Source: an optimization exercise on an open RTL-to-GDS flow (aim: small area). Production flows keep margins and buffers that such runs may drop. The RTL was checked by simulation tests, not by an equivalence proof against the original design. Power is estimated from default activity; no workload was simulated. No driver is modelled on the clock port, so clocking that relies on it looks cheaper here than on a real chip.

## flow/design.v (module list and top-level ports; edited modules follow where they fit)
// module Axi4LiteSupporter: 33 lines
// module mac16: 1543 lines
// module FIR_Filter: 242 lines
module FIR_Filter #(parameter C_S_AXI_ADDR_WIDTH = 6, C_S_AXI_DATA_WIDTH = 32, TAP_WIDTH=16)
    (
    input       S_AXI_ACLK,
    input       S_AXI_ARESETN,
    input       [C_S_AXI_ADDR_WIDTH-1:0] S_AXI_AWADDR,
    input       S_AXI_AWVALID,
    output      S_AXI_AWREADY,
    input       [C_S_AXI_DATA_WIDTH-1:0] S_AXI_WDATA,
    input       [3:0] S_AXI_WSTRB,
    input       S_AXI_WVALID,
    output      S_AXI_WREADY,
    output      [1:0] S_AXI_BRESP,
    output      S_AXI_BVALID,
    input       S_AXI_BREADY,
    input       [C_S_AXI_ADDR_WIDTH-1:0] S_AXI_ARADDR,
    input       S_AXI_ARVALID,
    output      S_AXI_ARREADY,
    output      [C_S_AXI_DATA_WIDTH-1:0] S_AXI_RDATA,
    output      [1:0] S_AXI_RRESP,
    output      S_AXI_RVALID,
    input       S_AXI_RREADY,
    input       signed [15:0] attenInput0,
    input       signed [15:0] attenInput1,
    input       signed [15:0] attenInput2,
    input       signed [15:0] attenInput3,
    input       signed [15:0] attenInput4,
    input       signed [15:0] attenInput5,
    input       signed [15:0] attenInput6,
    input       signed [15:0] attenInput7,
    input       signed [15:0] attenInput8,
    input       signed [15:0] attenInput9,
    input       signed [15:0] attenInput10,
    input       signed [15:0] attenInput11,
    input       signed [15:0] attenInput12
    );
  // ...
==> flow/flow/run.sh <==
#!/bin/bash
# The standard layout (standard.sh: standard synthesis, then ORFS to
# finish) with two placement/CTS choices passed to ORFS:
#  - port buffers are sky130_fd_sc_hd__buf_1 (every port still gets one);
#  - CTS clusters up to 25 sinks within 100 um per leaf buffer and inserts
#    no dummy loads.
# The full output of the run goes to standard.log; ORFS keeps each step's own
# log under orfs/logs/.
export BUFFER_PORTS_ARGS="-buffer_cell sky130_fd_sc_hd__buf_1"
export CTS_ARGS="-sink_clustering_enable -repair_clock_nets -sink_clustering_size 25 -sink_clustering_max_diameter 100 -dont_use_dummy_load"
bash standard.sh finish > standard.log 2>&1
==> flow/standard.sh <==
#!/bin/bash
# synth_recipe.tcl (not shown) runs the flow's synth.tcl, then flattens the netlist and writes it again
# the make line also repeats each setting of config.mk as NAME=value (left out here)
make -C /OpenROAD-flow-scripts/flow DESIGN_CONFIG=/design/flow/config.mk WORK_HOME=/design/flow/orfs CLKGATE_MAP_FILE= SYNTH_SCRIPT=/design/flow/synth_recipe.tcl "${@:-finish}"
==> flow/config.mk <==
export PLATFORM = sky130hd
export DESIGN_NAME = FIR_Filter
export DESIGN_NICKNAME = FIR_Filter
export VERILOG_FILES = /design/flow/design.v
export SDC_FILE = /design/flow/constraint.sdc
export NUM_CORES = 4
export LEC_CHECK = 0
export ABC_AREA = 1
export CAP_MARGIN = 20
export CORE_MARGIN = 2
export CORE_UTILIZATION = 65
export SLEW_MARGIN = 20
==> flow/constraint.sdc <==
create_clock -name core_clock -period 50.0 [get_ports {S_AXI_ACLK}]
set_input_delay 10.0000 -clock core_clock [delete_from_list [all_inputs] [get_ports {S_AXI_ACLK}]]
set_output_delay 10.0000 -clock core_clock [all_outputs]
set_load 0.01 [all_outputs]
==> results_dict.tcl, run 1 <==
set metrics [dict create \
    ios 304 \
    hold_violations 0 \
    clk_latency_ps 890 \
    buffer_area_share_pct 1.817 \
    power_leakage_nw 54.49 \
    critPathTopFamily "adder cells" \
    fin_nets 11770 \
    reg_top3 "tl (3328), sr (512), fd (64)" \
    ys_seq_area_share_pct 68.48 \
    dpl_worst_slack_ps 25150 \
    place.detailed.hpwl_mm 197.8 \
    multi_input_gates 5899 \
    start_util_pct 65.25 \
    drive_gt1_share_pct 4.273 \
    use_met2_pct 53.13 \
    layout_commonest_cell "dfxtp_1" \
    p_comb_mw 1.92 \
    fin_ws_ps 25800 \
    power.group.top "registers" \
    power_clock_mw 1.61 \
    largest_cell_class "flip-flops and latches" \
    period_needed_ps 24200 \
    synth.largest_area_cell "dfxtp_1" \
    status "no timing/DRC/antenna violations" \
    synth_seq_cells 4098 \
    final.setup_skew_ps 93.03 \
    reg2regPathDepth 64 \
    avgSynthCellArea_um2 10.83 \
]
==> inputs of run 2 (changes only) <==
--- a/flow/config.mk
+++ b/flow/config.mk
@@ -10,3 +10,3 @@
 export CORE_MARGIN = 2
-export CORE_UTILIZATION = 65
+export CORE_UTILIZATION = 75
 export SLEW_MARGIN = 20
==> results_dict.tcl, run 2 <==
set metrics [dict create \
    syn_inst 11290 \
    vias 84500 \
    synth_ff_type "dfxtp_1" \
    p_per_area_nw_per_um2 57.95 \
    regMostFlops "tl" \
    avgSynthCellArea_um2 10.83 \
    final.setup_skew_ps 144.5 \
    start_util_pct 75.30 \
    htreeDepth 4 \
    tritoncts "built" \
    tightest_slew_ps 1176 \
    clkTransAtPathRegs_ps 100 \
    slew_headroom_pct 21.42 \
    largest_reg_flops 3328 \
    grt-ovfl-total 0 \
    first_iter_violations 10170 \
    cts-root-buf "clkbuf_16" \
    max_freq_ghz 0.04117 \
    status "no timing/DRC/antenna violations" \
    layout_commonest_cell "dfxtp_1" \
    die_h_um 407.8 \
    fin_nets 11760 \
    ios 304 \
    startpoint_type "input pin" \
    grt_usage_pct 39.97 \
    drt-total-wl_mm 339.6 \
    core_area_um2 162400 \
    crit_type "in -> reg" \
    ys_seq_area_share_pct 68.48 \
    cp.required_ps 50750 \
    area_delta_synth_final_pct 5.658 \
    arrival_ps 25040 \
    period_needed_ps 24290 \
    reg_top3 "tl (3328), sr (512), fd (64)" \
    grt_pass1_vias 84970 \
    rsz0062_at_grt "no" \
    drc 0 \
    cts_resized 0 \
    layout_common_cells "dfxtp_1 (3928), nand2_1 (2932), nand4_1 (996), inv_1 (562), a21oi_1 (292)" \
    io_buffers 262 \
    viasPerCell 6.314 \
    critPathMaxFanout 12 \
    synth_common_cells "dfxtp_1 (3928), nand2_1 (2934), nand4_1 (996)" \
    cts_setup_buffers 0 \
    path_common_cell "fa_1" \
    ir_drop_mv 0.08290 \
    hold_violations 0 \
    dpl_worst_slack_ps 25060 \
    ys.warnings.count 6 \
    yosysTopAreaCellShare_pct 64.30 \
    netlist_top_cells_area "dfxtp_1 (64%), nand2_1 (9.0%), nand4_1 (5.1%)" \
    reg2regPathDepth 62 \
    grt_max_degree 120 \
    yosysMostFrequentCell "dfxtp_1" \
    report.final.slew_viol_count 0 \
    first_pass_iters 8 \
    power_leakage_nw 54.45 \
    timing.final.crit_share_pct 48.58 \
    drtAntennaViolNets 0 \
    wl_per_cell_um 25.37 \
    slowest_delay_ps 750 \
    antenna_found_initial 12 \
    cts_sinks 4098 \
    synth.largest_area_cell "dfxtp_1" \
    clockBufferDepth 3 \
    grt_pass1_wl_mm 509.5 \
    synthesis.area_um2 122300 \
    place.detailed.hpwl_mm 199.9 \
    die_w_um 407.8 \
    synth_edf_count 170 \
    fp-row-count 148 \
    setup-tns-final_ps 0 \
    place_congestion 0.9455 \
    cts_buffers 184 \
    fin_ws_ps 25710 \
    synth_seq_cells 4098 \
    hp-class "reg -> reg" \
    die-area_um2 166300 \
    clk_latency_ps 890 \
    ctsHoldBuffers 0 \
    synth_cell_types 63 \
    ys_async_sr_fraction_pct 0 \
    finalSetupViolations 0 \
    slowest_stage "a221oi_1" \
    drive_gt1_share_pct 4.212 \
    drv_cap 0 \
    hold_depth 0 \
    cp-end-kind "flop" \
]
## run 2: layer usage
metal | track usage (%) | routed length (um) | vias up | share of wire (%)
met4 | 21.76 | 19500 | 6 | 5.7
met3 | 6.526 | 31810 | 1094 | 9.4
met5 | 0 | 44 | - | 0.013
met2 | 63.46 | 157900 | 5128 | 46
li1 | - | - | 36820 | -
met1 | 53.01 | 130300 | 41450 | 38
## run 2: cells by family after synthesis
kind of cell               count (synthesis)  synth area share [%]
AOI/OAI and AO/OA                       1006                 5.496
xor gates and xnor gates                  65                0.4655
adders and majority gates                293                 4.569
buffers and inverters                   1308                 4.466
DFF                                     4098                 68.48
muxes                                     18                0.1524
other                                      1              0.003067
and+or+nand+nor                         4498                 16.37
## run 2: path summary, 6_finish.rpt
path / from / end / slack [ps]
max reg2reg: k[2]$_SDFFCE_PP0P_ / acc[30]$_DFF_P_ / 30140
min: tl[161][5]$_DFF_P_ / tl[160][5]$_DFF_P_ / 260
max: attenInput9[1] / acc[30]$_DFF_P_ / 25710
min reg2reg: tl[161][5]$_DFF_P_ / tl[160][5]$_DFF_P_ / 260
## run 2: power by group
group	switching (mW)	internal, mW	leakage [nW]	total [mW]
clock	0.952	0.657	2.27	1.61
combinational	1.46	0.448	18.9	1.91
sequential	0.179	3.79	33.3	3.97
## run 2: cell type report
class	instances	area, um^2
Antenna cell	3	7.507
Clock buffer	184	4604
Fill cell	9164	33190
Inverter	599	2263
Multi-Input combinational cell	5899	33550
Sequential cell	4098	83740
Tap cell	2175	2721
Timing Repair Buffer	425	2315
## run 2: critical path: cells and delay by family
family	cells	cell delay, ps
AOI/OAI and AO/OA	5	1530
xor gates and xnor gates	4	790
adders and majority gates	30	11690
buffers and inverters	7	700
and+or+nand+nor	4	310
## run 2: through the flow
stage / hold WS [ps] / cells / power (mW) / instance area [um^2] / utilization [%]
after floorplan: 309.6 / 11310 / 5.147 / 122400 / -
after global placement: 309.6 / 13200 / 5.781 / 124600 / 76.70
final: 257.1 / 13380 / 7.488 / 129200 / 79.56
after CTS: 239.7 / 13380 / 7.420 / 129200 / 79.56
after detailed placement: 312.1 / 13200 / 5.854 / 124600 / 76.72
after global routing: 245.6 / 13380 / 7.750 / 129200 / 79.56
==> module FIR_Filter, before the edit <==
module FIR_Filter #(parameter C_S_AXI_ADDR_WIDTH = 6, C_S_AXI_DATA_WIDTH = 32, TAP_WIDTH=16)
    (
    input       S_AXI_ACLK,
    input       S_AXI_ARESETN,
    input       [C_S_AXI_ADDR_WIDTH-1:0] S_AXI_AWADDR,
    input       S_AXI_AWVALID,
    output      S_AXI_AWREADY,
    input       [C_S_AXI_DATA_WIDTH-1:0] S_AXI_WDATA,
    input       [3:0] S_AXI_WSTRB,
    input       S_AXI_WVALID,
    output      S_AXI_WREADY,
    output      [1:0] S_AXI_BRESP,
    output      S_AXI_BVALID,
    input       S_AXI_BREADY,
    input       [C_S_AXI_ADDR_WIDTH-1:0] S_AXI_ARADDR,
    input       S_AXI_ARVALID,
    output      S_AXI_ARREADY,
    output      [C_S_AXI_DATA_WIDTH-1:0] S_AXI_RDATA,
    output      [1:0] S_AXI_RRESP,
    output      S_AXI_RVALID,
    input       S_AXI_RREADY,
    input       signed [15:0] attenInput0,
    input       signed [15:0] attenInput1,
    input       signed [15:0] attenInput2,
    input       signed [15:0] attenInput3,
    input       signed [15:0] attenInput4,
    input       signed [15:0] attenInput5,
    input       signed [15:0] attenInput6,
    input       signed [15:0] attenInput7,
    input       signed [15:0] attenInput8,
    input       signed [15:0] attenInput9,
    input       signed [15:0] attenInput10,
    input       signed [15:0] attenInput11,
    input       signed [15:0] attenInput12
    );
    wire wr, rd;
    Axi4LiteSupporter bus (
        .S_AXI_ACLK(S_AXI_ACLK),
        .S_AXI_ARESETN(S_AXI_ARESETN),
        .S_AXI_AWVALID(S_AXI_AWVALID),
        .S_AXI_WVALID(S_AXI_WVALID),
        .S_AXI_BREADY(S_AXI_BREADY),
        .S_AXI_ARVALID(S_AXI_ARVALID),
        .S_AXI_RREADY(S_AXI_RREADY),
        .wr(wr),
        .rd(rd),
        .S_AXI_AWREADY(S_AXI_AWREADY),
        .S_AXI_WREADY(S_AXI_WREADY),
        .S_AXI_BVALID(S_AXI_BVALID),
        .S_AXI_ARREADY(S_AXI_ARREADY),
        .S_AXI_RVALID(S_AXI_RVALID)
    );
    assign S_AXI_BRESP = 2'b00;
    assign S_AXI_RRESP = 2'b00;
    integer f, i, j, c;
    reg  [3:0]  psi;             
    wire [1:0]  phi = psi[1:0];
    reg  [3:0]  nm1;             
    reg  [3:0]  ptr;             
    reg  [1:0]  cb [0:12];       
    reg         busy;
    reg  [1:0]  st;              
    localparam  SEL = 2'd0, MAC = 2'd1, GAIN = 2'd2;
    reg  [12:0] pend;            
    reg  [3:0]  cur;             
    reg  [3:0]  k;               
    reg  [3:0]  m;               
    reg         ch;
    reg  signed [30:0] acc;
    reg  signed [29:0] r;
    reg         doneQ;
    wire idle_wr   = wr & ~busy;
    wire addr_hi0  = (S_AXI_AWADDR[5:2] == 4'd0);
    wire wr_ntaps  = idle_wr & addr_hi0 & (S_AXI_AWADDR[1:0] == 2'd0);
    wire wr_tap    = idle_wr & addr_hi0 & (S_AXI_AWADDR[1:0] == 2'd1);
    wire wr_sample = idle_wr & addr_hi0 & S_AXI_AWADDR[1];
    wire done_now  = ~busy & ~wr_sample;
    reg  [15:0] fd [0:3];
    reg  [3:0]  fb [0:3];
    reg  [3:0]  fk [0:3];
    reg  [1:0]  frp;
    reg  [2:0]  fcnt;
    wire [1:0]  fwp = frp + fcnt[1:0];
    wire [15:0] hd = fd[frp];
    wire [3:0]  hb = fb[frp];
    wire [3:0]  hk = fk[frp];
    reg  [1:0]  hc;
    always @* begin
        hc = cb[0];
        for (f = 1; f < 13; f = f + 1)
            if (hb == f) hc = cb[f];
    end
    wire retire = (fcnt != 3'd0) & ((hk == 4'd0) | (((hk[1:0] + hc) & 2'd3) == phi));
    always @(posedge S_AXI_ACLK) begin
        if (wr_tap) begin
            fd[fwp] <= S_AXI_WDATA[15:0];
            fb[fwp] <= S_AXI_WDATA[31:28];
            fk[fwp] <= ptr;
        end
        if (retire & (hk == 4'd0))
            for (f = 0; f < 13; f = f + 1)
                if (hb == f) cb[f] <= phi;
    end
    always @(posedge S_AXI_ACLK) begin
        if (!S_AXI_ARESETN) begin
            fcnt <= 3'd0;
        end else begin
            fcnt <= fcnt + {2'b0, wr_tap} - {2'b0, retire};
            if (retire) frp <= frp + 2'd1;
        end
    end
    reg [15:0] tl [0:12][0:3][0:3];
    always @(posedge S_AXI_ACLK) begin
        for (f = 0; f < 13; f = f + 1)
            for (j = 0; j < 4; j = j + 1) begin
                for (i = 0; i < 3; i = i + 1)
                    tl[f][j][i] <= tl[f][j][i+1];
                tl[f][j][3] <= (retire & (hb == f) & (hk[3:2] == j)) ? hd : tl[f][j][0];
            end
    end
    reg [15:0] sr [0:1][0:15];
    reg [3:0]  pc [0:1];
    reg [15:0] hold;
    reg        spend;            
    wire       swr = spend & (psi == pc[ch]);
    always @(posedge S_AXI_ACLK) begin
        for (c = 0; c < 2; c = c + 1) begin
            for (i = 0; i < 15; i = i + 1)
                sr[c][i] <= sr[c][i+1];
            sr[c][15] <= (swr & (ch == c)) ? hold : sr[c][0];
        end
    end
    reg [15:0] tap, gsel;
    always @* begin
        tap = tl[0][k[3:2]][0];
        for (f = 1; f < 13; f = f + 1)
            if (cur == f) tap = tl[f][k[3:2]][0];
        case (cur)
            4'd0:  gsel = attenInput0;
            4'd1:  gsel = attenInput1;
            4'd2:  gsel = attenInput2;
            4'd3:  gsel = attenInput3;
            4'd4:  gsel = attenInput4;
            4'd5:  gsel = attenInput5;
            4'd6:  gsel = attenInput6;
            4'd7:  gsel = attenInput7;
            4'd8:  gsel = attenInput8;
            4'd9:  gsel = attenInput9;
            4'd10: gsel = attenInput10;
            4'd11: gsel = attenInput11;
            default: gsel = attenInput12;
        endcase
    end
    wire [3:0]  sidx = pc[ch] - k - psi;
    wire [15:0] xs = (k == 4'd0) ? hold : sr[ch][sidx];
    wire in_gain = (st == GAIN);
    wire signed [15:0] opa = in_gain ? acc[30:15] : xs;
    wire signed [15:0] opb = in_gain ? gsel : tap;
    wire [30:0] addend = in_gain ? {1'b0, r} : acc;
    wire [30:0] sum;
    mac16 mac (.a(opa), .b(opb), .c(addend), .s(sum));
    wire [1:0] phn = phi + 2'd1;
    wire       anyph = (nm1[1:0] == 2'd3);
    reg        found;
    reg [3:0]  nsel;
    reg [12:0] pmask;
    always @* begin
        pmask = pend;
        if (st == GAIN) pmask[cur] = 1'b0;
        found = 1'b0;
        nsel = 4'd0;
        for (f = 12; f >= 0; f = f - 1)
            if (pmask[f] & (anyph | (cb[f] == phn))) begin
                found = 1'b1;
                nsel = f;
            end
    end
    reg [1:0] ncb;
    always @* begin
        ncb = cb[0];
        for (f = 1; f < 13; f = f + 1)
            if (nsel == f) ncb = cb[f];
    end
    wire can_sel = busy & (((st == SEL) & (fcnt == 3'd0)) | (st == GAIN));
    always @(posedge S_AXI_ACLK) begin
        psi <= psi + 4'd1;
        if (wr_ntaps) begin
            nm1 <= S_AXI_WDATA[3:0] - 4'd1;
            ptr <= 4'd0;
        end
        if (wr_tap)
            ptr <= (ptr == nm1) ? 4'd0 : ptr + 4'd1;
        if (swr)
            spend <= 1'b0;
        if (wr_sample) begin
            hold  <= S_AXI_WDATA[15:0];
            ch    <= S_AXI_AWADDR[0];
            for (c = 0; c < 2; c = c + 1)
                if (S_AXI_AWADDR[0] == c) pc[c] <= pc[c] + 4'd1;
            spend <= 1'b1;
            st    <= SEL;
            pend  <= 13'h1fff;
            acc   <= 31'h4000;
        end
        if (busy) begin
            if (st == MAC) begin
                acc <= sum;
                k   <= (k == nm1) ? 4'd0 : k + 4'd1;
                m   <= m + 4'd1;
                if (m == nm1) st <= GAIN;
            end
            if (st == GAIN) begin
                acc  <= 31'h4000;
                pend <= pmask;
                st   <= SEL;
            end
            if (can_sel & found) begin
                st  <= MAC;
                cur <= nsel;
                k   <= {2'b00, phn - ncb};
                m   <= 4'd0;
            end
        end
        if (!S_AXI_ARESETN) begin
            busy  <= 1'b0;
            spend <= 1'b0;
            r     <= 30'd0;
        end else begin
            if (wr_sample) begin
                busy <= 1'b1;
                r    <= 30'h2000;
            end
            if (busy & (st == GAIN)) begin
                r <= sum[29:0];
                if (pmask == 13'd0) busy <= 1'b0;
            end
        end
    end
    always @(posedge S_AXI_ACLK)
        if (rd) doneQ <= done_now;
    assign S_AXI_RDATA = {doneQ, 15'd0, r[29:14]};
endmodule
==> inputs of run 3 (changes only) <==
--- a/flow/design.v
+++ b/flow/design.v
@@ -1634,3 +1634,2 @@
     reg  [3:0]  nm1;             
-    reg  [3:0]  ptr;             
     reg  [1:0]  cb [0:12];       
@@ -1655,5 +1654,5 @@
     reg  [3:0]  fb [0:3];
-    reg  [3:0]  fk [0:3];
     reg  [1:0]  frp;
     reg  [2:0]  fcnt;
+    reg  [3:0]  hk;
     wire [1:0]  fwp = frp + fcnt[1:0];
@@ -1661,3 +1660,2 @@
     wire [3:0]  hb = fb[frp];
-    wire [3:0]  hk = fk[frp];
     reg  [1:0]  hc;
@@ -1673,3 +1671,2 @@
             fb[fwp] <= S_AXI_WDATA[31:28];
-            fk[fwp] <= ptr;
         end
@@ -1682,5 +1679,10 @@
             fcnt <= 3'd0;
+            hk <= 4'd0;
         end else begin
             fcnt <= fcnt + {2'b0, wr_tap} - {2'b0, retire};
-            if (retire) frp <= frp + 2'd1;
+            if (retire) begin
+                frp <= frp + 2'd1;
+                hk <= (hk == nm1) ? 4'd0 : hk + 4'd1;
+            end else if (wr_ntaps & (fcnt == 3'd0))
+                hk <= 4'd0;
         end
@@ -1762,8 +1764,5 @@
         psi <= psi + 4'd1;
-        if (wr_ntaps) begin
+        if (wr_ntaps)
             nm1 <= S_AXI_WDATA[3:0] - 4'd1;
-            ptr <= 4'd0;
-        end
-        if (wr_tap)
-            ptr <= (ptr == nm1) ? 4'd0 : ptr + 4'd1;
+        acc <= (busy & (st == MAC)) ? sum : 31'h4000;
         if (swr)
@@ -1778,3 +1777,2 @@
             pend  <= 13'h1fff;
-            acc   <= 31'h4000;
         end
@@ -1782,3 +1780,2 @@
             if (st == MAC) begin
-                acc <= sum;
                 k   <= (k == nm1) ? 4'd0 : k + 4'd1;
@@ -1788,3 +1785,2 @@
             if (st == GAIN) begin
-                acc  <= 31'h4000;
                 pend <= pmask;
==> results_dict.tcl, run 3 <==
set metrics [dict create \
    vias 82940 \
    wl_per_cell_um 24.24 \
    slew_headroom_pct 19.88 \
    syn_inst 11350 \
    die-area_um2 165600 \
    grt-ovfl-total 0 \
    slowest_delay_ps 490 \
    drc 0 \
    slowest_stage "fa_1" \
    tritoncts "built" \
    fin_ws_ps 26620 \
    grt_pass1_vias 82290 \
    htreeDepth 4 \
    synth_cell_types 65 \
    p_per_area_nw_per_um2 53.89 \
    core_area_um2 160900 \
    drt-total-wl_mm 325.7 \
    area_delta_synth_final_pct 5.710 \
    fin_nets 11830 \
    avgSynthCellArea_um2 10.72 \
    power_leakage_nw 54.38 \
    seqCellArea_um2 83220 \
    cp.required_ps 50730 \
    crit_type "in -> reg" \
    design_area_um2 128700 \
    place.detailed.hpwl_mm 192.7 \
    clk_latency_ps 820 \
    drtAntennaViolNets 0 \
    whs_ps 281.7 \
    ys_seq_area_share_pct 68.34 \
    regMostFlops "tl" \
    first_pass_iters 8 \
    report.final.slew_viol_count 0 \
    path_common_cell "fa_1" \
    synthesis.area_um2 121800 \
    yosysMostFrequentCell "dfxtp_1" \
    synth_edf_count 150 \
    final.setup_skew_ps 104.7 \
    grt_max_degree 166 \
    ys_async_sr_fraction_pct 0 \
    ios 304 \
    clkTransAtPathRegs_ps 100 \
    p_total_mw 6.937 \
    rsz0062_at_grt "no" \
    tightest_slew_ps 1198 \
    layout_commonest_cell "dfxtp_1" \
    cts_resized 0 \
    layout_common_cells "dfxtp_1 (3932), nand2_1 (3105), nand4_1 (1027), inv_1 (583), a21oi_1 (275)" \
    synth_common_cells "dfxtp_1 (3932), nand2_1 (3105), nand4_1 (1027)" \
    synth_seq_cells 4082 \
    status "no timing/DRC/antenna violations" \
    multi_input_area_um2 33530 \
    die_w_um 406.9 \
    dpl_worst_slack_ps 25860 \
    netlist_top_cells_area "dfxtp_1 (65%), nand2_1 (9.6%), nand4_1 (5.3%)" \
    grt_pass1_wl_mm 488.1 \
    die_h_um 406.9 \
    cts_sinks 4082 \
    drive_gt1_share_pct 4.242 \
    arrival_ps 24110 \
    cp-end-kind "flop" \
    synth.largest_area_cell "dfxtp_1" \
    reg_top3 "tl (3328), sr (512), fd (64)" \
    yosysTopAreaCellShare_pct 64.65 \
    fp-row-count 147 \
    io_buffers 262 \
    timing.final.crit_share_pct 46.76 \
    start_util_pct 75.66 \
    first_iter_violations 9003 \
    antenna_found_initial 16 \
    hold_violations 0 \
    ir_drop_mv 0.1067 \
    clockBufferDepth 3 \
    viasPerCell 6.172 \
    cts_setup_buffers 0 \
    fin_util_pct 79.98 \
    grt_usage_pct 38.84 \
    place_congestion 0.9571 \
    max_freq_ghz 0.04277 \
    largest_reg_flops 3328 \
    critPathMaxFanout 11 \
    hp-class "reg -> reg" \
    fin_cells 13440 \
    fill_cells 9509 \
    setup-tns-final_ps 0 \
    drv_cap 0 \
    ctsHoldBuffers 0 \
    startpoint_type "input pin" \
    dpl_cell_area_um2 124100 \
    dp.cells 13240 \
    cts_buffers 183 \
    synth_ff_type "dfxtp_1" \
    ys.warnings.count 6 \
    period_needed_ps 23380 \
    cts-root-buf "clkbuf_16" \
    finalSetupViolations 0 \
]
## run 3: changes by cell type after synthesis, moves of 30 or more
cell,previous run,this run
a22oi_1,72,16
buf_2,201,240
clkbuf_1,374,328
nand2_1,2934,3105
nand3_1,225,189
nand4_1,996,1027
o211ai_1,73,43
## run 3: metal layers
metal  up-vias  global-route usage [%]  share of wire (%)
met5         -                  0.6839              0.056
met4        10                   18.34                4.8
met3       841                   7.818                9.8
met2      4534                   62.01                 46
met1     40720                   51.18                 39
li1      36830                       -                  -
## run 3: critical path: cells and delay by family
kind / cells / cell delay [ps]
adders and majority gates: 29 / 11350
AOI/OAI and AO/OA: 3 / 600
buffers and inverters: 7 / 630
and+or+nand+nor: 6 / 940
xor gates and xnor gates: 3 / 570
## run 3: kinds of logic (layout without fill, tap and decap cells)
family	count (synthesis)	count (layout)	share of synthesized area, %
mux	20	20	0.1685
xor+xnor	58	58	0.4357
flops	4082	4082	68.34
other cells	1	29	0.003080
compound gates	895	895	4.941
fa+ha+maj	294	294	4.599
simple gates	4679	4679	16.96
buf+inv	1325	1221	4.548
## run 3: path summary, 6_finish.rpt
path,end,cells after the start,slack (ps),from
setup / recovery,acc[30]$_SDFF_PN0_,48,26620,attenInput1[4]
hold / removal,tl[186][6]$_DFF_P_,0,280,tl[187][6]$_DFF_P_
setup reg to reg,acc[30]$_SDFF_PN0_,56,30790,ch$_DFFE_PP_
hold reg to reg,tl[186][6]$_DFF_P_,0,280,tl[187][6]$_DFF_P_
## run 3: power breakdown
| group | internal (mW) | leakage (nW) | switching, mW | total (mW) |
|---|---|---|---|---|
| Sequential | 3.55 | 33.2 | 0.0984 | 3.65 |
| Combinational | 0.395 | 19.0 | 1.30 | 1.70 |
| Clock | 0.654 | 2.26 | 0.938 | 1.59 |
| Total | 4.60 | 54.4 | 2.34 | 6.94 |
## run 3: area by class of cell
class | count | share of cell area (%)
Antenna cell | 10 | 0.01944
Tap cell | 2160 | 2.100
Multi-Input combinational cell | 5965 | 26.05
Inverter | 613 | 1.805
Timing Repair Buffer | 425 | 1.813
Sequential cell | 4082 | 64.65
Clock buffer | 183 | 3.558
==> inputs of run 4 (changes only) <==
==> flow/flow/run.sh (replaced) <==
#!/bin/bash
# The standard layout (standard.sh: standard synthesis, then ORFS to
# finish) with two placement/CTS choices passed to ORFS:
#  - port buffers are sky130_fd_sc_hd__buf_1 (every port still gets one);
#  - CTS clusters up to 30 sinks within 80 um per leaf buffer and inserts
#    no dummy loads.
# The full output of the run goes to standard.log; ORFS keeps each step's own
# log under orfs/logs/.
export BUFFER_PORTS_ARGS="-buffer_cell sky130_fd_sc_hd__buf_1"
export CTS_ARGS="-sink_clustering_enable -repair_clock_nets -sink_clustering_size 30 -sink_clustering_max_diameter 80 -dont_use_dummy_load"
bash standard.sh finish > standard.log 2>&1
==> results_dict.tcl, run 4 <==
set metrics [dict create \
    status "no timing/DRC/antenna violations" \
    cp-end-kind "flop" \
    ir_drop_mv 0.09302 \
    clk_latency_ps 880 \
    finalSetupViolations 0 \
    vias 82370 \
    largest_reg_flops 3328 \
    timing.final.crit_share_pct 46.84 \
    grt_pass1_wl_mm 484.6 \
    area_delta_synth_final_pct 5.250 \
    start_util_pct 75.66 \
    drv_cap 0 \
    critPathMaxFanout 11 \
    grt_max_degree 166 \
    clockBufferDepth 3 \
    intPower_mw 4.525 \
    cts_sinks 4082 \
    fin_util_pct 79.63 \
    sw_frac_of_total_pct 33.86 \
    clkTransAtPathRegs_ps 110 \
    cts_buffers 161 \
    die_w_um 406.9 \
    tritoncts "built" \
    cts-root-buf "clkbuf_16" \
    cts_setup_buffers 0 \
    yosysMostFrequentCell "dfxtp_1" \
    synth_edf_count 150 \
    cts_resized 0 \
    slowest_stage "fa_1" \
    hold_violations 0 \
    synth_ff_type "dfxtp_1" \
    ys.warnings.count 6 \
    wl_per_cell_um 24.09 \
    drtAntennaViolNets 0 \
    tightest_slew_ps 1120 \
    path_common_cell "fa_1" \
    antenna_found_initial 15 \
    arrival_ps 24090 \
    synthesis.area_um2 121800 \
    p_total_mw 6.842 \
    ys_async_sr_fraction_pct 0 \
    fin_cells 13410 \
    period_needed_ps 23420 \
    first_pass_iters 6 \
    design_area_um2 128200 \
    slew_headroom_pct 25.02 \
    slowest_delay_ps 490 \
    avgSynthCellArea_um2 10.72 \
    startpoint_type "input pin" \
    fill_cells 9663 \
    place_congestion 0.9571 \
    cp.required_ps 50670 \
    layout_common_cells "dfxtp_1 (3932), nand2_1 (3105), nand4_1 (1027), inv_1 (583), a21oi_1 (275)" \
    rsz0062_at_grt "no" \
    reg_top3 "tl (3328), sr (512), fd (64)" \
    synth_seq_cells 4082 \
    dp.cells 13240 \
    first_iter_violations 9145 \
    core_area_um2 160900 \
    drt-total-wl_mm 323.1 \
    grt-ovfl-total 0 \
    drc 0 \
    power_leakage_nw 54.10 \
    grt_pass1_vias 81540 \
    p_comb_share_pct 24.7 \
    reg2regPathDepth 56 \
    ys_seq_area_share_pct 68.34 \
    max_freq_ghz 0.04270 \
    dpl_cell_area_um2 124100 \
    power.share.clock_pct 22.0 \
    regMostFlops "tl" \
    io_buffers 262 \
    ios 304 \
    layout_commonest_cell "dfxtp_1" \
    drive_gt1_share_pct 4.055 \
    switchingPower_mw 2.317 \
    netlist_top_cells_area "dfxtp_1 (65%), nand2_1 (9.6%), nand4_1 (5.3%)" \
    die_h_um 406.9 \
    htreeDepth 4 \
    fin_nets 11810 \
    synth_cell_types 65 \
    fp-row-count 147 \
    final.setup_skew_ps 130.3 \
    hp-class "reg -> reg" \
    crit_type "in -> reg" \
    report.final.slew_viol_count 0 \
    place.detailed.hpwl_mm 192.7 \
    p_per_area_nw_per_um2 53.39 \
    synth.largest_area_cell "dfxtp_1" \
    yosysTopAreaCellShare_pct 64.65 \
    hold_depth 0 \
    power_frac_seq_pct 53.3 \
    setup-tns-final_ps 0 \
    viasPerCell 6.141 \
    die-area_um2 165600 \
    ctsHoldBuffers 0 \
    synth_common_cells "dfxtp_1 (3932), nand2_1 (3105), nand4_1 (1027)" \
    grt_usage_pct 38.56 \
    syn_inst 11350 \
]
[run 4: changes by cell type in the layout (fill, tap and decap cells not counted), sizes merged]
cell	delta
buf	+1
clkbuf	-23
diode	-3
[run 4: worst paths after layout]
check	start	to	slack (ps)
setup / recovery	attenInput1[4]	acc[30]$_SDFF_PN0_	26580
hold / removal	tl[43][14]$_DFF_P_	tl[42][14]$_DFF_P_	260
setup reg to reg	ch$_DFFE_PP_	acc[30]$_SDFF_PN0_	30720
hold reg to reg	tl[43][14]$_DFF_P_	tl[42][14]$_DFF_P_	260
[run 4: cell families (layout without fill, tap and decap cells)]
| group | count (synthesis) | in the layout | synth area share (%) |
|---|---|---|---|
| and+or+nand+nor | 4679 | 4679 | 16.96 |
| DFF | 4082 | 4082 | 68.34 |
| buffers and inverters | 1325 | 1199 | 4.548 |
| AOI/OAI and AO/OA | 895 | 895 | 4.941 |
| adders and majority gates | 294 | 294 | 4.599 |
| xor gates and xnor gates | 58 | 58 | 0.4357 |
| muxes | 20 | 20 | 0.1685 |
| other | 1 | 26 | 0.003080 |
[run 4: power by group through the flow]
| stage | clock, mW | combinational (mW) | sequential (mW) |
|---|---|---|---|
| after floorplan | 0 | 1.16 | 3.68 |
| after global placement | 0 | 1.61 | 3.70 |
| after detailed placement | 0 | 1.65 | 3.71 |
| after CTS | 1.50 | 1.66 | 3.64 |
| after global routing | 1.61 | 1.83 | 3.67 |
| final | 1.50 | 1.69 | 3.65 |
[run 4: critical path, delay by kind of cell]
family	cells	cell delay, ps
adder cells (fa/ha/maj)	29	11350
XOR/XNOR	3	570
AO/OA/AOI/OAI	3	600
buffers and inverters	7	630
AND/OR/NAND/NOR	6	930
[run 4: final cells by class]
class | count | area [um^2] | share of cell area (%)
timing repair buffer | 425 | 2331 | 1.819
antenna | 7 | 17.52 | 0.01367
clock buffer | 161 | 4029 | 3.144
tap | 2160 | 2703 | 2.109
inverter | 613 | 2323 | 1.813
multi-input combinational | 5965 | 33530 | 26.17
sequential | 4082 | 83220 | 64.94
[run 4: routing by layer]
metal  global-route usage (%)  vias to the layer above  part of all wire [%]
met1                    51.12                    40380                    39
met5                    1.160                        -                  0.10
met4                    18.05                       14                   4.9
met3                    7.932                      859                   9.8
met2                    61.12                     4352                    46
li1                         -                    36760                     -
[run 4: through the flow]
stage / setup slack [ps] / hold WS, ps
after global routing: 26020 / 268.9
after detailed placement: 25860 / 312.1
after floorplan: 27070 / 309.6
after global placement: 25910 / 309.6
final: 26580 / 260.8
after CTS: 26620 / 264.1

re-timing with driven ports:
Ports are ideal in the flow. The routed layouts listed here were re-timed in OpenROAD. Step 1, drivers: a clkbuf_16 drives S_AXI_ACLK and a buf_2 each remaining input, both assumed. Step 2 times the ports against the registers' clock, not the clock port: input delays grow and output delays shrink by t, the midpoint of the rising clock arrivals with the driver on. Three values: no drivers, after step 1, after step 2; two values: the first two.
| run | t, ns | setup slack, ns | worst setup path after step 2 | slew at the worst register clock pin (ns) | worst slew at a driven data input, ns |
|---|---|---|---|---|---|
| run 1 | 0.934 | 25.799 / 25.866 / 24.932 | input to register | 0.10 / 0.10 | 0.18 |
| run 2 | 0.907 | 25.711 / 25.770 / 24.862 | input to register | 0.11 / 0.11 | 0.12 |
| run 3 | 0.875 | 26.622 / 26.655 / 25.780 | input to register | 0.11 / 0.11 | 0.16 |
| run 4 | 0.899 | 26.579 / 26.616 / 25.717 | input to register | 0.11 / 0.11 | 0.10 |
After both steps setup and hold are still met in every run listed. For run 1, which loses most, drivers alone change the setup slack by +0.067 ns; drivers and shift together by -0.867 ns.
